This is an optimization exercise on Yosys and OpenROAD, whose aim is small area, not a production implementation.
In this exercise RTL edits were held to simulation tests only and were not proved equivalent to the original.
No activity file was given, so power comes from the tool's default toggle rates.

==> design.v <==
module Systolic_Array_with_Controller(init,clk,A0,A1,A2,A3,A4,B0,B1,B2,B3,B4,
  A0_out,A1_out,A2_out,A3_out,A4_out,B0_out,B1_out,B2_out,B3_out,B4_out);
parameter N=16;
input [N-1:0] A0,A1,A2,A3,A4,B0,B1,B2,B3,B4;
output [N-1:0] A0_out,A1_out,A2_out,A3_out,A4_out,B0_out,B1_out,B2_out,B3_out,B4_out;
input init,clk;
reg [4:0] k;
always @(posedge clk) begin
  if (k == 5'd31) k <= init ? 5'd0 : 5'd31;
  else if (k >= 5'd21) k <= 5'd31;
  else k <= k + 5'd1;
end
wire [4:0] v;
assign v[0] = (k >= 5'd1) & (k <= 5'd14);
assign v[1] = (k >= 5'd2) & (k <= 5'd14);
assign v[2] = (k >= 5'd3) & (k <= 5'd14);
assign v[3] = (k >= 5'd4) & (k <= 5'd14);
assign v[4] = (k >= 5'd5) & (k <= 5'd14);
wire sh   = (k >= 5'd15) & (k <= 5'd17);    
wire ra_s = (k == 5'd14);                    
wire ra_3 = (k >= 5'd15) & (k <= 5'd18);    
wire rb   = ((k >= 5'd4) & (k <= 5'd13)) | ((k >= 5'd19) & (k <= 5'd21));
wire oa   = (k >= 5'd4) & (k <= 5'd13);     
wire oh   = (k >= 5'd14) & (k <= 5'd21);    
wire [5*N-1:0] Ain = {A4,A3,A2,A1,A0};
wire [5*N-1:0] Bin = {B4,B3,B2,B1,B0};
reg  [20*N-1:0] as;     
reg  [20*N-1:0] bs;     
reg  [5*N-1:0]  ao;
reg  [5*N-1:0]  bo;
reg  [25*N-1:0] accn;   
wire [25*N-1:0] acc = ~accn;
wire [25*N-1:0] sum;
genvar i, j;
generate
  for (i = 0; i < 5; i = i + 1) begin : row
    always @(posedge clk) begin
      as[(i*4+0)*N +: N] <= Ain[i*N +: N];
      as[(i*4+1)*N +: N] <= as[(i*4+0)*N +: N];
      as[(i*4+2)*N +: N] <= as[(i*4+1)*N +: N];
      as[(i*4+3)*N +: N] <= as[(i*4+2)*N +: N];
      ao[i*N +: N] <= ({N{oa}} & as[(i*4+3)*N +: N]) | ({N{oh}} & ao[i*N +: N]);
    end
  end
  for (j = 0; j < 5; j = j + 1) begin : col
    always @(posedge clk) begin
      bs[(0*5+j)*N +: N] <= Bin[j*N +: N];
      bs[(1*5+j)*N +: N] <= bs[(0*5+j)*N +: N];
      bs[(2*5+j)*N +: N] <= bs[(1*5+j)*N +: N];
      bs[(3*5+j)*N +: N] <= bs[(2*5+j)*N +: N];
      bo[j*N +: N] <= ({N{ra_s}} & sum[(4*5+j)*N +: N]) | ({N{ra_3}} & acc[(3*5+j)*N +: N])
                    | ({N{rb}} & bs[(3*5+j)*N +: N]);
    end
  end
  for (i = 0; i < 5; i = i + 1) begin : pr
    for (j = 0; j < 5; j = j + 1) begin : pc
      wire [N-1:0] a_op;
      wire [N-1:0] b_op;
      if (j < 4) begin : ai
        assign a_op = as[(i*4+j)*N +: N];
      end else begin : ao4
        assign a_op = ao[i*N +: N];
      end
      if (i < 4) begin : bi
        assign b_op = bs[(i*5+j)*N +: N];
      end else begin : bo4
        assign b_op = bo[j*N +: N];
      end
      wire en = v[(i > j) ? i : j];
      mac16 m (.a(a_op), .b(b_op), .c(acc[(i*5+j)*N +: N]), .y(sum[(i*5+j)*N +: N]));
      if (i >= 1 && i <= 3) begin : mid
        always @(posedge clk)
          accn[(i*5+j)*N +: N] <= ~(({N{en}} & sum[(i*5+j)*N +: N]) | ({N{sh}} & acc[((i-1)*5+j)*N +: N]));
      end else begin : rim
        always @(posedge clk)
          accn[(i*5+j)*N +: N] <= ~({N{en}} & sum[(i*5+j)*N +: N]);
      end
    end
  end
endgenerate
assign {A4_out,A3_out,A2_out,A1_out,A0_out} = ao;
assign {B4_out,B3_out,B2_out,B1_out,B0_out} = bo;
endmodule
module mac_fa(input x, input y, input z, output s, output co);
  assign s = x ^ y ^ z;
  assign co = (x & y) | (x & z) | (y & z);
endmodule
module mac_ha(input x, input y, output s, output co);
  assign s = x ^ y;
  assign co = x & y;
endmodule
module mac_bsel(input a1, input a0, input one, input two, input neg, output p);
  assign p = ((a1 & one) | (a0 & two)) ^ neg;
endmodule
module mac16(input [15:0] a, input [15:0] b, input [15:0] c, output [15:0] y);
  wire n1 = b[0] ^ 1'b0;
  wire n2 = (b[1] & ~b[0] & ~1'b0) | (~b[1] & b[0] & 1'b0);
  wire n3 = a[0] & n1;
  wire n4 = b[1] & ~n3;
  wire n5;
  mac_bsel u1 (a[1], a[0], n1, n2, b[1], n5);
  wire n6;
  mac_bsel u2 (a[2], a[1], n1, n2, b[1], n6);
  wire n7;
  mac_bsel u3 (a[3], a[2], n1, n2, b[1], n7);
  wire n8;
  mac_bsel u4 (a[4], a[3], n1, n2, b[1], n8);
  wire n9;
  mac_bsel u5 (a[5], a[4], n1, n2, b[1], n9);
  wire n10;
  mac_bsel u6 (a[6], a[5], n1, n2, b[1], n10);
  wire n11;
  mac_bsel u7 (a[7], a[6], n1, n2, b[1], n11);
  wire n12;
  mac_bsel u8 (a[8], a[7], n1, n2, b[1], n12);
  wire n13;
  mac_bsel u9 (a[9], a[8], n1, n2, b[1], n13);
  wire n14;
  mac_bsel u10 (a[10], a[9], n1, n2, b[1], n14);
  wire n15;
  mac_bsel u11 (a[11], a[10], n1, n2, b[1], n15);
  wire n16;
  mac_bsel u12 (a[12], a[11], n1, n2, b[1], n16);
  wire n17;
  mac_bsel u13 (a[13], a[12], n1, n2, b[1], n17);
  wire n18;
  mac_bsel u14 (a[14], a[13], n1, n2, b[1], n18);
  wire n19;
  mac_bsel u15 (a[15], a[14], n1, n2, b[1], n19);
  wire n20 = b[2] ^ b[1];
  wire n21 = (b[3] & ~b[2] & ~b[1]) | (~b[3] & b[2] & b[1]);
  wire n22 = a[0] & n20;
  wire n23 = b[3] & ~n22;
  wire n24;
  mac_bsel u16 (a[1], a[0], n20, n21, b[3], n24);
  wire n25;
  mac_bsel u17 (a[2], a[1], n20, n21, b[3], n25);
  wire n26;
  mac_bsel u18 (a[3], a[2], n20, n21, b[3], n26);
  wire n27;
  mac_bsel u19 (a[4], a[3], n20, n21, b[3], n27);
  wire n28;
  mac_bsel u20 (a[5], a[4], n20, n21, b[3], n28);
  wire n29;
  mac_bsel u21 (a[6], a[5], n20, n21, b[3], n29);
  wire n30;
  mac_bsel u22 (a[7], a[6], n20, n21, b[3], n30);
  wire n31;
  mac_bsel u23 (a[8], a[7], n20, n21, b[3], n31);
  wire n32;
  mac_bsel u24 (a[9], a[8], n20, n21, b[3], n32);
  wire n33;
  mac_bsel u25 (a[10], a[9], n20, n21, b[3], n33);
  wire n34;
  mac_bsel u26 (a[11], a[10], n20, n21, b[3], n34);
  wire n35;
  mac_bsel u27 (a[12], a[11], n20, n21, b[3], n35);
  wire n36;
  mac_bsel u28 (a[13], a[12], n20, n21, b[3], n36);
  wire n37 = b[4] ^ b[3];
  wire n38 = (b[5] & ~b[4] & ~b[3]) | (~b[5] & b[4] & b[3]);
  wire n39 = a[0] & n37;
  wire n40 = b[5] & ~n39;
  wire n41;
  mac_bsel u29 (a[1], a[0], n37, n38, b[5], n41);
  wire n42;
  mac_bsel u30 (a[2], a[1], n37, n38, b[5], n42);
  wire n43;
  mac_bsel u31 (a[3], a[2], n37, n38, b[5], n43);
  wire n44;
  mac_bsel u32 (a[4], a[3], n37, n38, b[5], n44);
  wire n45;
  mac_bsel u33 (a[5], a[4], n37, n38, b[5], n45);
  wire n46;
  mac_bsel u34 (a[6], a[5], n37, n38, b[5], n46);
  wire n47;
  mac_bsel u35 (a[7], a[6], n37, n38, b[5], n47);
  wire n48;
  mac_bsel u36 (a[8], a[7], n37, n38, b[5], n48);
  wire n49;
  mac_bsel u37 (a[9], a[8], n37, n38, b[5], n49);
  wire n50;
  mac_bsel u38 (a[10], a[9], n37, n38, b[5], n50);
  wire n51;
  mac_bsel u39 (a[11], a[10], n37, n38, b[5], n51);
  wire n52 = b[6] ^ b[5];
  wire n53 = (b[7] & ~b[6] & ~b[5]) | (~b[7] & b[6] & b[5]);
  wire n54 = a[0] & n52;
  wire n55 = b[7] & ~n54;
  wire n56;
  mac_bsel u40 (a[1], a[0], n52, n53, b[7], n56);
  wire n57;
  mac_bsel u41 (a[2], a[1], n52, n53, b[7], n57);
  wire n58;
  mac_bsel u42 (a[3], a[2], n52, n53, b[7], n58);
  wire n59;
  mac_bsel u43 (a[4], a[3], n52, n53, b[7], n59);
  wire n60;
  mac_bsel u44 (a[5], a[4], n52, n53, b[7], n60);
  wire n61;
  mac_bsel u45 (a[6], a[5], n52, n53, b[7], n61);
  wire n62;
  mac_bsel u46 (a[7], a[6], n52, n53, b[7], n62);
  wire n63;
  mac_bsel u47 (a[8], a[7], n52, n53, b[7], n63);
  wire n64;
  mac_bsel u48 (a[9], a[8], n52, n53, b[7], n64);
  wire n65 = b[8] ^ b[7];
  wire n66 = (b[9] & ~b[8] & ~b[7]) | (~b[9] & b[8] & b[7]);
  wire n67 = a[0] & n65;
  wire n68 = b[9] & ~n67;
  wire n69;
  mac_bsel u49 (a[1], a[0], n65, n66, b[9], n69);
  wire n70;
  mac_bsel u50 (a[2], a[1], n65, n66, b[9], n70);
  wire n71;
  mac_bsel u51 (a[3], a[2], n65, n66, b[9], n71);
  wire n72;
  mac_bsel u52 (a[4], a[3], n65, n66, b[9], n72);
  wire n73;
  mac_bsel u53 (a[5], a[4], n65, n66, b[9], n73);
  wire n74;
  mac_bsel u54 (a[6], a[5], n65, n66, b[9], n74);
  wire n75;
  mac_bsel u55 (a[7], a[6], n65, n66, b[9], n75);
  wire n76 = b[10] ^ b[9];
  wire n77 = (b[11] & ~b[10] & ~b[9]) | (~b[11] & b[10] & b[9]);
  wire n78 = a[0] & n76;
  wire n79 = b[11] & ~n78;
  wire n80;
  mac_bsel u56 (a[1], a[0], n76, n77, b[11], n80);
  wire n81;
  mac_bsel u57 (a[2], a[1], n76, n77, b[11], n81);
  wire n82;
  mac_bsel u58 (a[3], a[2], n76, n77, b[11], n82);
  wire n83;
  mac_bsel u59 (a[4], a[3], n76, n77, b[11], n83);
  wire n84;
  mac_bsel u60 (a[5], a[4], n76, n77, b[11], n84);
  wire n85 = b[12] ^ b[11];
  wire n86 = (b[13] & ~b[12] & ~b[11]) | (~b[13] & b[12] & b[11]);
  wire n87 = a[0] & n85;
  wire n88 = b[13] & ~n87;
  wire n89;
  mac_bsel u61 (a[1], a[0], n85, n86, b[13], n89);
  wire n90;
  mac_bsel u62 (a[2], a[1], n85, n86, b[13], n90);
  wire n91;
  mac_bsel u63 (a[3], a[2], n85, n86, b[13], n91);
  wire n92 = b[14] ^ b[13];
  wire n93 = (b[15] & ~b[14] & ~b[13]) | (~b[15] & b[14] & b[13]);
  wire n94 = a[0] & n92;
  wire n95 = b[15] & ~n94;
  wire n96;
  mac_bsel u64 (a[1], a[0], n92, n93, b[15], n96);
  wire n97 = n19 ^ n36;
  wire n98, n99;
  mac_ha u65 (n13, n30, n98, n99);
  wire n100, n101;
  mac_fa u66 (n14, n31, n46, n100, n101);
  wire n102, n103;
  mac_fa u67 (n15, n32, n47, n102, n103);
  wire n104, n105;
  mac_ha u68 (n60, n71, n104, n105);
  wire n106, n107;
  mac_fa u69 (n16, n33, n48, n106, n107);
  wire n108, n109;
  mac_fa u70 (n61, n72, n81, n108, n109);
  wire n110, n111;
  mac_fa u71 (n17, n34, n49, n110, n111);
  wire n112, n113;
  mac_fa u72 (n62, n73, n82, n112, n113);
  wire n114, n115;
  mac_ha u73 (n88, n89, n114, n115);
  wire n116, n117;
  mac_fa u74 (n18, n35, n50, n116, n117);
  wire n118, n119;
  mac_fa u75 (n63, n74, n83, n118, n119);
  wire n120, n121;
  mac_fa u76 (n90, n94, c[14], n120, n121);
  wire n122 = n51 ^ n64 ^ n75;
  wire n123 = n84 ^ n91 ^ n95;
  wire n124 = n96 ^ c[15] ^ n97;
  wire n125, n126;
  mac_ha u77 (n9, n26, n125, n126);
  wire n127, n128;
  mac_fa u78 (n10, n27, n42, n127, n128);
  wire n129, n130;
  mac_fa u79 (n11, n28, n43, n129, n130);
  wire n131, n132;
  mac_ha u80 (n55, n56, n131, n132);
  wire n133, n134;
  mac_fa u81 (n12, n29, n44, n133, n134);
  wire n135, n136;
  mac_fa u82 (n57, n67, c[8], n135, n136);
  wire n137, n138;
  mac_fa u83 (n45, n58, n68, n137, n138);
  wire n139, n140;
  mac_fa u84 (n69, c[9], n98, n139, n140);
  wire n141, n142;
  mac_fa u85 (n59, n70, n78, n141, n142);
  wire n143, n144;
  mac_fa u86 (c[10], n100, n99, n143, n144);
  wire n145, n146;
  mac_fa u87 (n79, n80, c[11], n145, n146);
  wire n147, n148;
  mac_fa u88 (n102, n104, n101, n147, n148);
  wire n149, n150;
  mac_fa u89 (n87, c[12], n106, n149, n150);
  wire n151, n152;
  mac_fa u90 (n108, n103, n105, n151, n152);
  wire n153, n154;
  mac_fa u91 (c[13], n110, n112, n153, n154);
  wire n155, n156;
  mac_fa u92 (n114, n107, n109, n155, n156);
  wire n157, n158;
  mac_fa u93 (n116, n118, n120, n157, n158);
  wire n159, n160;
  mac_fa u94 (n111, n113, n115, n159, n160);
  wire n161 = n122 ^ n123 ^ n124;
  wire n162 = n117 ^ n119 ^ n121;
  wire n163, n164;
  mac_ha u95 (n7, n23, n163, n164);
  wire n165, n166;
  mac_fa u96 (n8, n25, n39, n165, n166);
  wire n167, n168;
  mac_fa u97 (n40, n41, c[5], n167, n168);
  wire n169, n170;
  mac_fa u98 (n54, c[6], n127, n169, n170);
  wire n171, n172;
  mac_fa u99 (c[7], n129, n131, n171, n172);
  wire n173, n174;
  mac_fa u100 (n133, n135, n130, n173, n174);
  wire n175, n176;
  mac_fa u101 (n137, n139, n134, n175, n176);
  wire n177, n178;
  mac_fa u102 (n141, n143, n138, n177, n178);
  wire n179, n180;
  mac_fa u103 (n145, n147, n142, n179, n180);
  wire n181, n182;
  mac_fa u104 (n149, n151, n146, n181, n182);
  wire n183, n184;
  mac_fa u105 (n153, n155, n150, n183, n184);
  wire n185, n186;
  mac_fa u106 (n157, n159, n154, n185, n186);
  wire n187 = n161 ^ n162 ^ n158;
  wire n188, n189;
  mac_ha u107 (n4, n5, n188, n189);
  wire n190, n191;
  mac_fa u108 (n6, n22, c[2], n190, n191);
  wire n192, n193;
  mac_fa u109 (n24, c[3], n163, n192, n193);
  wire n194, n195;
  mac_fa u110 (c[4], n165, n164, n194, n195);
  wire n196, n197;
  mac_fa u111 (n125, n167, n166, n196, n197);
  wire n198, n199;
  mac_fa u112 (n126, n169, n168, n198, n199);
  wire n200, n201;
  mac_fa u113 (n128, n171, n170, n200, n201);
  wire n202, n203;
  mac_fa u114 (n132, n173, n172, n202, n203);
  wire n204, n205;
  mac_fa u115 (n136, n175, n174, n204, n205);
  wire n206, n207;
  mac_fa u116 (n140, n177, n176, n206, n207);
  wire n208, n209;
  mac_fa u117 (n144, n179, n178, n208, n209);
  wire n210, n211;
  mac_fa u118 (n148, n181, n180, n210, n211);
  wire n212, n213;
  mac_fa u119 (n152, n183, n182, n212, n213);
  wire n214, n215;
  mac_fa u120 (n156, n185, n184, n214, n215);
  wire n216 = n160 ^ n187 ^ n186;
  wire n217, n218;
  mac_ha u121 (n3, c[0], n217, n218);
  wire n219, n220;
  mac_fa u122 (c[1], n188, n218, n219, n220);
  wire n221, n222;
  mac_fa u123 (n190, n189, n220, n221, n222);
  wire n223, n224;
  mac_fa u124 (n192, n191, n222, n223, n224);
  wire n225, n226;
  mac_fa u125 (n194, n193, n224, n225, n226);
  wire n227, n228;
  mac_fa u126 (n196, n195, n226, n227, n228);
  wire n229, n230;
  mac_fa u127 (n198, n197, n228, n229, n230);
  wire n231, n232;
  mac_fa u128 (n200, n199, n230, n231, n232);
  wire n233, n234;
  mac_fa u129 (n202, n201, n232, n233, n234);
  wire n235, n236;
  mac_fa u130 (n204, n203, n234, n235, n236);
  wire n237, n238;
  mac_fa u131 (n206, n205, n236, n237, n238);
  wire n239, n240;
  mac_fa u132 (n208, n207, n238, n239, n240);
  wire n241, n242;
  mac_fa u133 (n210, n209, n240, n241, n242);
  wire n243, n244;
  mac_fa u134 (n212, n211, n242, n243, n244);
  wire n245, n246;
  mac_fa u135 (n214, n213, n244, n245, n246);
  wire n247 = n216 ^ n215 ^ n246;
  assign y = {n247, n245, n243, n241, n239, n237, n235, n233, n231, n229, n227, n225, n223, n221, n219, n217};
endmodule
==> flow/run.sh <==
#!/bin/bash
set -euo pipefail
W=$(pwd)
R=$W/orfs/results/${FLOW_PLATFORM}/Systolic_Array_with_Controller/base
LIB=$FLOW_HOME/platforms/${FLOW_PLATFORM}/lib/sky130_fd_sc_hd__tt_025C_1v80.lib
YOSYS=$FLOW_HOME/../tools/install/yosys/bin/yosys
export BUFFER_PORTS_ARGS="-buffer_cell sky130_fd_sc_hd__buf_1"
export CTS_ARGS="-sink_clustering_enable -repair_clock_nets -dont_use_dummy_load -buf_list sky130_fd_sc_hd__clkbuf_16 -sink_clustering_size 25 -sink_clustering_max_diameter 100"
bash standard.sh synth > "$W/log_synth.txt" 2>&1
cp "$R/1_2_yosys.v" "$W/net_standard.v"
if python3 "$W/flow/polopt.py" "$W/net_standard.v" "$W/net_polopt.v" > "$W/log_polopt.txt" 2>&1 &&
   sed -e "s#LIB#$LIB#g" -e "s#IN#$W/net_polopt.v#" -e "s#OUT#$W/net_remap.v#" \
       -e "s#TOP#$FLOW_TOP#g" -e "s#ABCSCRIPT#$W/flow/amap.abc#" "$W/flow/remap.ys" > "$W/remap_run.ys" &&
   "$YOSYS" -s "$W/remap_run.ys" > "$W/log_remap.txt" 2>&1 &&
   python3 "$W/flow/check.py" "$W/net_standard.v" "$W/net_remap.v" "$LIB" > "$W/log_check.txt" 2>&1; then
  cp "$W/net_remap.v" "$R/1_2_yosys.v"
  touch "$R/1_2_yosys.v"
fi
bash standard.sh finish > "$W/log_layout.txt" 2>&1
==> flow/amap.abc <==
strash
dch
amap
strash
dch
amap
==> flow/check.py <==
#!/usr/bin/env python3
"""check.py standard.v candidate.v lib: exit 1 unless the candidate netlist uses only
library cells (none lpflow/probe) and holds exactly the standard netlist's flip-flops
(same instance names and cell types)."""
import re
import sys

inst = re.compile(r"^[ \t]*([A-Za-z_$\\][\w$]*)[ \t]+(\\\S+|[\w$]+)[ \t]*\(", re.M)


def cells(path):
    text = open(path).read()
    body = text[text.index(");") + 2:]
    out = []
    for m in inst.finditer(body):
        t, n = m.group(1), m.group(2)
        if t in ("wire", "input", "output", "assign", "module", "endmodule", "reg"):
            continue
        out.append((t, n))
    return out


std, cand, lib = sys.argv[1:4]
libcells = set(re.findall(r"cell\s*\(\s*\"?(\w+)\"?\s*\)", open(lib).read()))
c = cells(cand)
if re.search(r"^\s*\\\$|#\(", open(cand).read(), re.M):
    sys.exit("check: internal or parameterized cells left")
bad = [t for t, n in c if t not in libcells or "lpflow" in t or "probe" in t]
if bad:
    sys.exit(f"check: unexpected cells {sorted(set(bad))[:10]}")
ff = lambda cs: sorted((n, t) for t, n in cs if "df" in t or "dl" in t)
if ff(cells(std)) != ff(c):
    sys.exit("check: flip-flops differ from the standard synthesis")
print(f"check: ok, {len(c)} cells, {len(ff(c))} flip-flops")
==> flow/polopt.py <==
#!/usr/bin/env python3
"""Polarity optimisation of a Yosys-written sky130hd gate netlist.

Full adders are self-dual: FA(~a,~b,~c) = (~sum, ~cout).  Yosys' extract_fa picks each
adder's polarity on its own, which leaves inverters between adders.  This pass chooses, for
every fa_1, whether it works on true or complemented signals; re-types 2-input AND/OR-type
gates (and2 nand2 or2 nor2 and2b nor2b nand2b or2b), xor/xnor gates and half adders so that
they take their inputs at whatever polarity is at hand and give the output polarity that is
wanted; and drops the inverters this makes needless.  Registers and all other cells are kept.

usage: polopt.py in.v out.v
"""
import re
import sys
import math
import random
from collections import defaultdict

OUTPINS = {"X", "Y", "Q", "Q_N", "SUM", "COUT", "HI", "LO"}
INV = 3.7536
A_AND = 6.256
A_NAND = 3.7536
A_XOR = 8.7584
A_HA = 12.5120

cell_re = re.compile(r"^\s*(sky130_fd_sc_hd__\w+)\s+(\S+)\s*\((.*?)\);", re.S | re.M)
pin_re = re.compile(r"\.(\w+)\(\s*((?:\\\S+)|[^()\s]+(?:\s*\[[^\]]*\])?)\s*\)")

# 2-input and-type gates: (pin1, pin2, out, inv1, inv2, invout): out = (p1^i1 & p2^i2) ^ io
ANDTYPE = {
    "and2_1": ("A", "B", "X", 0, 0, 0),
    "nand2_1": ("A", "B", "Y", 0, 0, 1),
    "or2_1": ("A", "B", "X", 1, 1, 1),
    "nor2_1": ("A", "B", "Y", 1, 1, 0),
    "and2b_1": ("A_N", "B", "X", 1, 0, 0),
    "nor2b_1": ("A", "B_N", "Y", 1, 0, 0),
    "nand2b_1": ("A_N", "B", "Y", 1, 0, 1),
    "or2b_1": ("B_N", "A", "X", 1, 0, 1),
}


def and_cell(i1, i2, io):
    """cheapest cell for out = (x1^i1 & x2^i2) ^ io: (type, cost, pins for x1, x2, out)"""
    if (i1, i2) == (0, 0):
        return ("nand2_1", A_NAND, "A", "B", "Y") if io else ("and2_1", A_AND, "A", "B", "X")
    if (i1, i2) == (1, 1):
        return ("or2_1", A_AND, "A", "B", "X") if io else ("nor2_1", A_NAND, "A", "B", "Y")
    if (i1, i2) == (1, 0):
        return ("nand2b_1", A_AND, "A_N", "B", "Y") if io else ("nor2b_1", A_AND, "A", "B_N", "Y")
    return ("nand2b_1", A_AND, "B", "A_N", "Y") if io else ("nor2b_1", A_AND, "B_N", "A", "Y")


def main(inp, outp):
    text = open(inp).read()
    first = text.index("sky130_fd_sc_hd__")
    first = text.rfind("\n", 0, first) + 1
    endm = text.rindex("endmodule")
    header, body, footer = text[:first], text[first:endm], text[endm:]
    cells = []
    pos = 0
    rest = []
    for m in cell_re.finditer(body):
        gap = body[pos:m.start()]
        if gap.strip():
            rest.append(gap)
        pos = m.end()
        typ = m.group(1)[len("sky130_fd_sc_hd__"):]
        pins = [(p, n.strip()) for p, n in pin_re.findall(m.group(3))]
        cells.append([typ, m.group(2), pins])
    if body[pos:].strip():
        rest.append(body[pos:])
    for r in rest:
        if not re.fullmatch(r"(\s*assign\s[^;]*;)*\s*", r):
            raise SystemExit("polopt: cannot parse: " + r.strip()[:200])

    ports = set()
    for m in re.finditer(r"^\s*(input|output)\s+(\[[^\]]*\])?\s*(\S+);", header, re.M):
        name = m.group(3)
        if m.group(2):
            hi, lo = [int(x) for x in m.group(2)[1:-1].split(":")]
            for b in range(min(hi, lo), max(hi, lo) + 1):
                ports.add(f"{name}[{b}]")
        else:
            ports.add(name)

    # nets named in assign statements keep their polarity, like ports
    widths = {}
    for m in re.finditer(r"^\s*(?:wire|input|output|reg)\s+(?:\[(\d+):(\d+)\]\s*)?(\\\S+|[\w$]+)\s*;", header, re.M):
        if m.group(1) is not None:
            widths[m.group(3)] = (int(m.group(1)), int(m.group(2)))

    def expand(term):
        term = term.strip()
        m = re.match(r"^(\\\S+|[\w$]+)\s*\[(\d+):(\d+)\]$", term)
        if m:
            a, b = int(m.group(2)), int(m.group(3))
            return [f"{m.group(1)}[{i}]" for i in range(min(a, b), max(a, b) + 1)]
        m = re.match(r"^(\\\S+|[\w$]+)\s*\[(\d+)\]$", term)
        if m:
            return [f"{m.group(1)}[{m.group(2)}]"]
        if term in widths:
            a, b = widths[term]
            return [f"{term}[{i}]" for i in range(min(a, b), max(a, b) + 1)]
        return [term]

    for r in rest:
        for m in re.finditer(r"assign\s+(.*?)\s*=\s*(.*?);", r, re.S):
            for side in (m.group(1), m.group(2)):
                side = side.strip()
                if side.startswith("{"):
                    side = side[1:-1]
                for term in re.split(r",(?![^\[]*\])", side):
                    for n in expand(term):
                        ports.add(n)

    driver = {}
    for ci, (typ, name, pins) in enumerate(cells):
        for p, n in pins:
            if p in OUTPINS:
                driver[n] = (ci, p)

    inv = set()
    for ci, (typ, name, pins) in enumerate(cells):
        if typ in ("inv_1", "inv_2", "clkinv_1") and dict(pins)["Y"] not in ports:
            inv.add(ci)

    def root(n):
        par = 0
        while n in driver and driver[n][0] in inv:
            n = dict(cells[driver[n][0]][2])["A"]
            par ^= 1
        return n, par

    # kinds: FA (var = flip), AND (var = out flip), XOR (var = out flip), HA (vars on sum/cout)
    kind = {}
    for ci, (typ, name, pins) in enumerate(cells):
        if ci in inv:
            continue
        if typ == "fa_1":
            kind[ci] = "fa"
        elif typ in ANDTYPE:
            kind[ci] = "and"
        elif typ in ("xor2_1", "xnor2_1"):
            kind[ci] = "xor"
        elif typ == "ha_1":
            kind[ci] = "ha"
    # a cell that drives a port keeps its output polarity (the port net keeps its name)
    fixedout = set()
    for n in ports:
        if n in driver and driver[n][0] in kind:
            fixedout.add(driver[n][0])

    # output-net variable: provided polarity of each root net relative to its original signal
    prov = defaultdict(int)
    # per-cell data
    ins = {}      # ci -> list of (pin, root, par)
    for ci, (typ, name, pins) in enumerate(cells):
        if ci in inv:
            continue
        ins[ci] = [(p,) + root(n) for p, n in pins if p not in OUTPINS]
    outs = {ci: [(p, n) for p, n in cells[ci][2] if p in OUTPINS] for ci in ins}

    # consumers of each root: (ci, pin, par); ci None for a port
    cons = defaultdict(list)
    for ci in ins:
        for p, r, par in ins[ci]:
            cons[r].append((ci, p, par))
    for n in ports:
        if n in driver:
            r, par = root(n)
            if r != n or True:
                cons[r].append((None, None, par))

    fa_flip = {ci: 0 for ci, k in kind.items() if k == "fa"}

    def need(ci, par):
        if ci is None:
            return par
        k = kind.get(ci)
        if k == "fa":
            return par ^ fa_flip[ci]
        if k in ("and", "xor", "ha"):
            return None
        return par

    def root_cost(r):
        pv = prov[r]
        for ci, p, par in cons[r]:
            q = need(ci, par)
            if q is not None and q != pv:
                return INV
        return 0.0

    def in_inv(ci, p, r, par):
        # inversion a cell input must apply, relative to the cell's original input net
        return par ^ prov[r]

    def cell_cost(ci):
        k = kind.get(ci)
        typ = cells[ci][0]
        if k == "and":
            p1, p2, po, i1, i2, io = ANDTYPE[typ]
            d = {p: (r, par) for p, r, par in ins[ci]}
            (r1, a1), (r2, a2) = d[p1], d[p2]
            out_n = dict(outs[ci])[po]
            return and_cell(i1 ^ a1 ^ prov[r1], i2 ^ a2 ^ prov[r2], io ^ prov[out_n])[1]
        if k == "ha":
            d = {p: (r, par) for p, r, par in ins[ci]}
            o = dict(outs[ci])
            a = d["A"][1] ^ prov[d["A"][0]]
            b = d["B"][1] ^ prov[d["B"][0]]
            if a == 0 and b == 0 and prov[o["COUT"]] == 0 and prov[o["SUM"]] == 0:
                return A_HA
            return A_XOR + and_cell(a, b, prov[o["COUT"]])[1]
        return 0.0

    # variables: list of (name, cells whose output polarity flips together)
    var_out = {}   # var id -> list of output root nets
    var_kind = {}
    for ci, k in kind.items():
        if ci in fixedout:
            continue
        if k == "fa":
            var_out[("fa", ci)] = [n for p, n in outs[ci]]
            var_kind[("fa", ci)] = ci
        elif k in ("and", "xor"):
            var_out[("o", ci)] = [n for p, n in outs[ci]]
        elif k == "ha":
            for p, n in outs[ci]:
                var_out[("o", ci, p)] = [n]

    def affected(v):
        rs = set(var_out[v])
        cs = set()
        if v[0] == "fa":
            ci = v[1]
            rs |= {r for p, r, par in ins[ci]}
        for r in var_out[v]:
            for ci, p, par in cons[r]:
                if ci is not None and kind.get(ci) in ("and", "ha"):
                    cs.add(ci)
        return rs, cs

    aff = {v: affected(v) for v in var_out}

    def local(v):
        rs, cs = aff[v]
        c = sum(root_cost(r) for r in rs) + sum(cell_cost(ci) for ci in cs)
        if v[0] == "o":
            c += cell_cost(v[1])
        return c

    def flip(v):
        for n in var_out[v]:
            prov[n] ^= 1
        if v[0] == "fa":
            fa_flip[v[1]] ^= 1

    def total():
        return sum(root_cost(r) for r in list(cons.keys())) + sum(cell_cost(ci) for ci in kind)

    start = total()
    vars_ = list(var_out.keys())
    rnd = random.Random(1)
    # neighbours for compound moves: vars whose outputs feed an FA
    feeders = defaultdict(list)
    for v in vars_:
        if v[0] == "fa":
            for p, r, par in ins[v[1]]:
                for w in (("o", driver[r][0]) if r in driver else None,
                          ("fa", driver[r][0]) if r in driver else None,
                          ("o", driver[r][0], driver[r][1]) if r in driver else None):
                    if w in var_out:
                        feeders[v].append(w)
    T = 2.0
    cur = start
    for it in range(60):
        rnd.shuffle(vars_)
        changed = 0
        for v in vars_:
            grp = [v]
            before = local(v)
            flip(v)
            after = local(v)
            d = after - before
            # compound: also re-choose the feeders of a flipped FA
            if v[0] == "fa":
                for w in feeders[v]:
                    b2 = local(w)
                    flip(w)
                    a2 = local(w)
                    if a2 < b2 - 1e-9:
                        d += a2 - b2
                        grp.append(w)
                    else:
                        flip(w)
            if d < -1e-9 or (T > 0.05 and rnd.random() < math.exp(-d / T) and d > 0):
                cur += d
                changed += 1
            else:
                for w in reversed(grp):
                    flip(w)
        T *= 0.85
        if T < 0.05 and changed == 0:
            break
    # final greedy polish
    for _ in range(10):
        ch = 0
        for v in vars_:
            b = local(v)
            flip(v)
            if local(v) < b - 1e-9:
                ch += 1
            else:
                flip(v)
        if not ch:
            break
    end = total()
    print(f"polopt: polarity-dependent area {start:.1f} -> {end:.1f}", file=sys.stderr)

    # rebuild
    newwires = []
    invnet = {}
    out_cells = []

    def comp(r):
        if r not in invnet:
            nm = f"_polinv{len(invnet)}_"
            invnet[r] = nm
            newwires.append(nm)
            out_cells.append(("inv_1", f"_polinvc{len(invnet)}_", [("A", r), ("Y", nm)]))
        return invnet[r]

    def pick(r, want):
        return r if prov[r] == want else comp(r)

    for ci, (typ, name, pins) in enumerate(cells):
        if ci in inv:
            continue
        k = kind.get(ci)
        o = dict(outs[ci])
        d = {p: (r, par) for p, r, par in ins[ci]}
        if k == "and":
            p1, p2, po, i1, i2, io = ANDTYPE[typ]
            (r1, a1), (r2, a2) = d[p1], d[p2]
            t, c, q1, q2, qo = and_cell(i1 ^ a1 ^ prov[r1], i2 ^ a2 ^ prov[r2], io ^ prov[o[po]])
            out_cells.append((t, name, [(q1, r1), (q2, r2), (qo, o[po])]))
            continue
        if k == "xor":
            (ra, aa), (rb, ab) = d["A"], d["B"]
            po = "X" if "X" in o else "Y"
            x = (1 if typ.startswith("xnor") else 0) ^ aa ^ prov[ra] ^ ab ^ prov[rb] ^ prov[o[po]]
            out_cells.append(("xnor2_1", name, [("A", ra), ("B", rb), ("Y", o[po])]) if x else
                             ("xor2_1", name, [("A", ra), ("B", rb), ("X", o[po])]))
            continue
        if k == "ha":
            (ra, aa), (rb, ab) = d["A"], d["B"]
            a = aa ^ prov[ra]
            b = ab ^ prov[rb]
            if a == 0 and b == 0 and prov[o["COUT"]] == 0 and prov[o["SUM"]] == 0:
                out_cells.append(("ha_1", name, [("A", ra), ("B", rb), ("COUT", o["COUT"]), ("SUM", o["SUM"])]))
            else:
                x = a ^ b ^ prov[o["SUM"]]
                out_cells.append(("xnor2_1", name + "_s", [("A", ra), ("B", rb), ("Y", o["SUM"])]) if x else
                                 ("xor2_1", name + "_s", [("A", ra), ("B", rb), ("X", o["SUM"])]))
                t, c, q1, q2, qo = and_cell(a, b, prov[o["COUT"]])
                out_cells.append((t, name + "_c", [(q1, ra), (q2, rb), (qo, o["COUT"])]))
            continue
        newpins = []
        for p, n in pins:
            if p in OUTPINS:
                newpins.append((p, n))
            else:
                r, par = root(n)
                newpins.append((p, pick(r, need(ci, par))))
        out_cells.append((typ, name, newpins))
    # ports driven through absorbed inverters keep their polarity via root consumers: a port
    # net that was the output of an absorbed inverter must still be driven
    for n in ports:
        if n in driver and driver[n][0] in inv:
            raise SystemExit("polopt: port driven by absorbed inverter")

    lines = [header.rstrip("\n") + "\n"]
    for w in newwires:
        lines.append(f"  wire {w};\n")
    for typ, name, pins in out_cells:
        conn = ",\n".join(f"    .{p}({n}{' ' if n.startswith(chr(92)) else ''})" for p, n in pins)
        lines.append(f"  sky130_fd_sc_hd__{typ} {name} (\n{conn}\n  );\n")
    for r in rest:
        lines.append(r)
    lines.append(footer)
    open(outp, "w").write("".join(lines))
    cnt = defaultdict(int)
    for typ, _, _ in out_cells:
        cnt[typ] += 1
    print("polopt: " + " ".join(f"{k} {v}" for k, v in sorted(cnt.items()) if v > 50), file=sys.stderr)


if __name__ == "__main__":
    main(sys.argv[1], sys.argv[2])
==> flow/remap.ys <==
# Re-map the logic around the full adders and flip-flops (kept as they are)
# after polopt.py has fixed the adders' polarities, so inverters fold into other gates.
read_liberty -ignore_miss_func LIB
read_verilog -sv IN
hierarchy -top TOP
setattr -mod -set keep_hierarchy 1 sky130_fd_sc_hd__fa_1 sky130_fd_sc_hd__dfxtp_1
flatten
rename -hide w:*.*
opt_clean -purge
abc -liberty LIB -dont_use *lpflow* -dont_use *probe* -dont_use *clk* -script ABCSCRIPT
opt_clean -purge
splitnets
opt_clean -purge
insbuf -buf sky130_fd_sc_hd__buf_1 A X
opt_clean -purge
select -module TOP
write_verilog -noattr -noexpr -selected OUT
==> standard.sh <==
#!/bin/bash
# synth_recipe.tcl (not shown) runs the flow's synth.tcl, then flattens the netlist and writes it again
# the make line also repeats each setting of config.mk as NAME=value (left out here)
make -C /OpenROAD-flow-scripts/flow DESIGN_CONFIG=/design/flow/config.mk WORK_HOME=/design/flow/orfs CLKGATE_MAP_FILE= SYNTH_SCRIPT=/design/flow/synth_recipe.tcl "${@:-finish}"
==> config.mk <==
export PLATFORM = sky130hd
export DESIGN_NAME = Systolic_Array_with_Controller
export DESIGN_NICKNAME = Systolic_Array_with_Controller
export VERILOG_FILES = /design/flow/design.v
export SDC_FILE = /design/flow/constraint.sdc
export NUM_CORES = 4
export LEC_CHECK = 0
export CAP_MARGIN = 20
export CORE_MARGIN = 2
export CORE_UTILIZATION = 60
export GPL_TIMING_DRIVEN = 0
export SLEW_MARGIN = 20
export SYNTH_HIERARCHICAL = 1
export SYNTH_MINIMUM_KEEP_SIZE = 0
==> constraint.sdc <==
create_clock -name core_clock -period 10.0 [get_ports {clk}]
set_input_delay 2.0000 -clock core_clock [delete_from_list [all_inputs] [get_ports {clk}]]
set_output_delay 2.0000 -clock core_clock [all_outputs]
set_load 0.01 [all_outputs]
==> flow_summary.toml, run 1 <==
[logic_synthesis]
syn_nets = 13200
synth_area_per_cell_um2 = 8.59
yosysWarningCount = 7
synthCells = 11500
netlist_area_mm2 = 0.0987

[worst_setup_path]
reg2reg_depth = 30
path_class = "reg2reg"
cp_slowest_cell = "dfxtp_2"
cp_slowest_stage_delay_ns = 0.65
crit_path_end_kind = "flip-flop"
start_kind = "flip-flop"
crit_fanout = 24
cp_common_cell = "fa_1"
critPathRequiredTime_ns = 10.62
arrival_ns = 10.16

[placement]
portBuffers = 321
gp_congestion = 0.982
dpl.hpwl_mm = 259
post-place-ws_ns = -0.0971

[power]
vdd_drop_max_mv = 0.605
p_total_uw = 35800
p_switching_uw = 17800
power_switching_share = 0.498
power_density_mw_per_mm2 = 338
combPwrFrac = 0.735
leakagePower_uw = 0.0433
p_int_uw = 18000
clockPowerShare = 0.079
sequentialPowerShare = 0.186

[layout]
drive_gt1_frac = 0.0192
area_growth_pct = 7.28
nets = 13700

[detailed_routing]
routedWlPerCell_um = 23.1
drt_wl_total_mm = 326
highest_layer = "met5"
vias = 91300
met2WireLength_mm = 153
routed_via_density = 6.46
initialDrtViolationCount = 10900
ant_nets = 0
drc = 0
dr.pass1.iters = 11
met3WireLength_mm = 28.3
wl_met1_mm = 127

[sta]
relSlewSlack = 0.190
fin_setup_tns_ns = 0
post-route-period-util = 0.954
finalMaxSlewViolations = 0
hold_viol_final = 0
tightest_slew_ns = 1.20
whs_ns = 0.324
setup_viol = 0
setup_ws_ns = 0.459
final.min_clock_period_ns = 9.54
clock.fmax_ghz = 0.105
skew_ns = 0.0920

[clock_tree]
clk_pin_slew_ns = 0.10
root_buffer = "clkbuf_16"
cts_buffer_depth = 3
cts_buffers = 66
htreeDepth = 3
tritoncts = "yes"
cts_sinks = 1205
worstSkewPairLatency_ns = 0.75

[die]
fp.dieH_um = 410
core_mm2 = 0.163
row_count = 148
start_util = 0.605
io_pins = 322
die-area_mm2 = 0.168
die_x_um = 410

[worst_hold_path]
hp-class = "reg2reg"
hold_path_depth = 0

[grt]
grt_pass1_wl_mm = 503
grt_overflow = 0
grt_max_degree = 66
grt_usage = 0.386
grt_pass1_vias = 85700
antenna_found_initial = 5

[job]
maxCapViolCount = 0

[status]
status = "complete, no violations"
## repair_timing
| item | 4_1_cts | 5_1_grt |
|---|---|---|
| endpoints found under the hold margin | 0 | 0 |
| pin swaps | 0 | 1 |
| setup endpoints to repair | 3 | 28 |
| setup buffers | 0 | 12 |
| hold buffers | 0 | 0 |
| cloned | 0 | 9 |
| gates resized for setup | 2 | 81 |
## cells in the final DEF (no fill, tap or decap), drive strengths merged, types with 358 or more instances in the layout
master and n:
nor2 1444, inv 1053, nand2 1265, buf 389
dfxtp 1205, a21oi 839, o22ai 1433, fa 1575
o21ai 1591, a31oi 358
## critical path, delay by kind of cell (launching register included)
family,cells,cell delay (ns)
simple gates,6,0.58
flops,1,0.65
xor+xnor,2,0.38
fa+ha+maj,14,6.14
buf+inv,2,0.49
compound gates,6,1.18
## state kept, by name (all words and copies together) (netlist names)
name	cells
bo	80
accn	400
as	320
bs	320
k	5
ao	80
## power groups by stage
stage	clock (uW)	combinational [uW]	sequential (uW)
floorplan	0	19000	6220
global placement	0	25100	6700
detailed placement	0	26100	6710
CTS	2870	26400	6600
global route	3010	29900	6690
finish	2840	26300	6650
## layout make-up
type	count	area, um^2
multi-input combinational	9217	70700
fill	14000	57200
sequential	1205	24200
inverter	1064	4040
tap	2175	2720
timing repair buffer	390	2470
clock buffer	66	1650
timing repair inverter	9	45.0
antenna	6	15.0
## through the flow
stage                     instances   util  cell area, um^2
after detailed placement      14000  0.637           104000
after floorplan               11500      -            98700
after global placement        14000  0.629           103000
after CTS                     14100  0.647           106000
after global routing          14100  0.649           106000
final                         14100  0.649           106000
## routing by layer
| layer | up-vias | GRT usage |
|---|---|---|
| met2 | 4955 | 0.621 |
| met3 | 866 | 0.0545 |
| met1 | 43500 | 0.519 |
| li1 | 42000 | - |
| met5 | - | 0 |
| met4 | 4 | 0.177 |
## worst paths after layout
check,start,end,slack (ns)
max,bs[144]$_DFF_P_,accn[159]$_DFF_P_,0.46
min,as[21]$_DFF_P_,as[37]$_DFF_P_,0.32
max reg2reg,bs[144]$_DFF_P_,accn[159]$_DFF_P_,0.46
min reg2reg,as[21]$_DFF_P_,as[37]$_DFF_P_,0.32
==> run 2: changes to the inputs <==
--- a/design.v
+++ b/design.v
@@ -30,4 +30,3 @@
 reg  [5*N-1:0]  bo;
-reg  [25*N-1:0] accn;   
-wire [25*N-1:0] acc = ~accn;
+reg  [25*N-1:0] acc;    
 wire [25*N-1:0] sum;
@@ -72,6 +71,6 @@
         always @(posedge clk)
-          accn[(i*5+j)*N +: N] <= ~(({N{en}} & sum[(i*5+j)*N +: N]) | ({N{sh}} & acc[((i-1)*5+j)*N +: N]));
+          acc[(i*5+j)*N +: N] <= ({N{en}} & sum[(i*5+j)*N +: N]) | ({N{sh}} & acc[((i-1)*5+j)*N +: N]);
       end else begin : rim
         always @(posedge clk)
-          accn[(i*5+j)*N +: N] <= ~({N{en}} & sum[(i*5+j)*N +: N]);
+          acc[(i*5+j)*N +: N] <= {N{en}} & sum[(i*5+j)*N +: N];
       end
--- a/flow/run.sh
+++ b/flow/run.sh
@@ -7,3 +7,3 @@
 export BUFFER_PORTS_ARGS="-buffer_cell sky130_fd_sc_hd__buf_1"
-export CTS_ARGS="-sink_clustering_enable -repair_clock_nets -dont_use_dummy_load -buf_list sky130_fd_sc_hd__clkbuf_16 -sink_clustering_size 25 -sink_clustering_max_diameter 100"
+export CTS_ARGS="-sink_clustering_enable -repair_clock_nets -dont_use_dummy_load -buf_list sky130_fd_sc_hd__clkbuf_16 -sink_clustering_size 28 -sink_clustering_max_diameter 110"
 bash standard.sh synth > "$W/log_synth.txt" 2>&1
==> run 2 against run 1 <==
Clock skew fell by 0.0023 ns. Cell area fell by 0.47%. Wire length fell by 1.8%. Critical path depth fell by 1. Register-to-register slack got worse by 0.06 ns.
==> flow_summary.toml, run 2 <==
[worst_setup_path]
start_kind = "flip-flop"
path_class = "reg2reg"
crit_path_end_kind = "flip-flop"
reg2reg_setup_slack_ns = 0.40
critPathRequiredTime_ns = 10.66
timing.rr.end = "acc[63]$_DFF_P_"
timing.rr.start = "bs[51]$_DFF_P_"
cp_slowest_stage_delay_ns = 0.62
arrival_ns = 10.25
reg2reg_depth = 29
cp_slowest_cell = "dfxtp_1"
crit_fanout = 14
cp_common_cell = "fa_1"

[placement]
place_area_mm2 = 0.103
dpl.hpwl_mm = 254
portBuffers = 321
gp_congestion = 0.976

[die]
die_x_um = 409
row_count = 148
start_util = 0.605
fp.dieH_um = 409
die-area_mm2 = 0.168
core_mm2 = 0.163
io_pins = 322

[sta]
skew_ns = 0.0898
setup_viol = 0
hold_viol_final = 0
clock.fmax_ghz = 0.104
whs_ns = 0.348
rsz0062_at_grt = "true"
relSlewSlack = 0.242
fin_setup_tns_ns = 0
final.min_clock_period_ns = 9.60
post-route-period-util = 0.960
tightest_slew_ns = 1.12
finalMaxSlewViolations = 0

[detailed_routing]
dr.pass1.iters = 12
drc = 0
ant_nets = 0
initialDrtViolationCount = 11300
routedWlPerCell_um = 22.8
vias = 90100
routed_via_density = 6.42
drt_wl_total_mm = 320

[power]
leakagePower_uw = 0.0411
power_density_mw_per_mm2 = 347
vdd_drop_max_mv = 0.582
p_total_uw = 36500

[logic_synthesis]
syn_nets = 13100
yosysWarningCount = 7
synth_area_per_cell_um2 = 8.66
synthCells = 11400
netlist_area_mm2 = 0.0986

[worst_hold_path]
hold_path_depth = 0
holdPathEnd = "as[30]$_DFF_P_"
hp-class = "reg2reg"
hp-start = "as[14]$_DFF_P_"

[grt]
grt_max_degree = 74
grt_pass1_vias = 84800
grt_pass1_wl_mm = 496
grt_overflow = 0
antenna_found_initial = 8
grt_usage = 0.378

[layout]
area_growth_pct = 6.85
final_common_cell = "o22ai_1"
drive_gt1_frac = 0.0219
mostFrequentLayoutCells = "o22ai_1, fa_1, o21ai_0"
final_area_mm2 = 0.105
largestRegisters = "acc (400), as (320), bs (320)"
largest_register_ffs = 400
regMostFlops = "acc"
nets = 13600

[clock_tree]
clk_pin_slew_ns = 0.12
cts_buffer_depth = 3
root_buffer = "clkbuf_16"
cts_sinks = 1205
htreeDepth = 2
ctsHoldBuffers = 0
worstSkewPairLatency_ns = 0.75
cts_buffers = 57
tritoncts = "yes"

[job]
maxCapViolCount = 0

[status]
status = "complete, no violations"
## run 2: final cells by class
cell class              count  area, um^2
diodes                      6        15.0
clock buffers              57        1430
fillers                 13900       57600
inverters                1205        4630
multi-input cells        8975       70100
flip-flops and latches   1205       24200
well taps                2175        2720
repair buffers            396        2180
repair inverters           18        90.1
## run 2: timing repair
item	4_1_cts	5_1_grt
pin swaps	0	0
setup buffers	0	28
gates resized for setup	1	100
cloned	0	18
endpoints found under the setup margin	1	27
## run 2: critical path: cells and delay by family (launching register included)
| family | cells | cell delay [ns] |
|---|---|---|
| compound gates | 9 | 2.10 |
| xor+xnor | 1 | 0.16 |
| fa+ha+maj | 13 | 5.85 |
| buf+inv | 1 | 0.38 |
| flops | 1 | 0.62 |
| simple gates | 5 | 0.37 |
## run 2: worst max-delay path by stage
stage	startpoint	to	cells past startpoint
floorplan	bo[33]$_DFF_P_	acc[367]$_DFF_P_	29
global placement	k[0]$_DFF_P_	bo[26]$_DFF_P_	10
detailed placement	bo[16]$_DFF_P_	bo[31]$_DFF_P_	33
CTS	bs[304]$_DFF_P_	acc[319]$_DFF_P_	28
global route	bo[49]$_DFF_P_	bo[63]$_DFF_P_	31
finish	bs[51]$_DFF_P_	acc[63]$_DFF_P_	29
## run 2: metal layers
| metal | up-vias | share of wire | GRT usage |
|---|---|---|---|
| li1 | 41700 | - | - |
| met1 | 42700 | 0.40 | 0.512 |
| met2 | 4779 | 0.46 | 0.600 |
| met3 | 831 | 0.085 | 0.0527 |
| met4 | 8 | 0.060 | 0.186 |
| met5 | - | 0.00017 | 0 |
## run 2: report_power, final
group / leakage, uW / switching (uW) / total, uW / internal [uW]
clock: 0.000702 / 1630 / 2650 / 1010
sequential: 0.00999 / 1130 / 6700 / 5580
combinational: 0.0304 / 15600 / 27200 / 11600
total: 0.0411 / 18300 / 36500 / 18200
## run 2: stage by stage
stage	setup slack, ns	instances	utilization
finish	0.403	14000	0.647
global route	-0.130	14000	0.647
CTS	0.0231	14000	0.643
detailed placement	-0.0219	13900	0.635
global placement	-11.45	13900	0.629
floorplan	0.856	11400	-

-- what the ideal ports hide --
Ports are ideal in the flow. The routed layouts listed here were re-timed in OpenROAD.
Step 1 sets driving cells, clkbuf_16 on the clock port and buf_2 on the other inputs (assumed; they add their load-dependent delay and slew).
Step 2 also shifts input and output timing later by t, the mid clock arrival at the registers, as if the neighbouring blocks saw the same clock.
a / b / c = ideal / step 1 / step 2; a / b = the first two.
run | t, ns | setup slack, ns | worst setup path after step 2
run 1 | 0.801 | 0.459 / 0.459 / 0.459 | register to register
run 2 | 0.794 | 0.403 / 0.403 / 0.403 | register to register
After both steps every run listed still meets setup and hold.
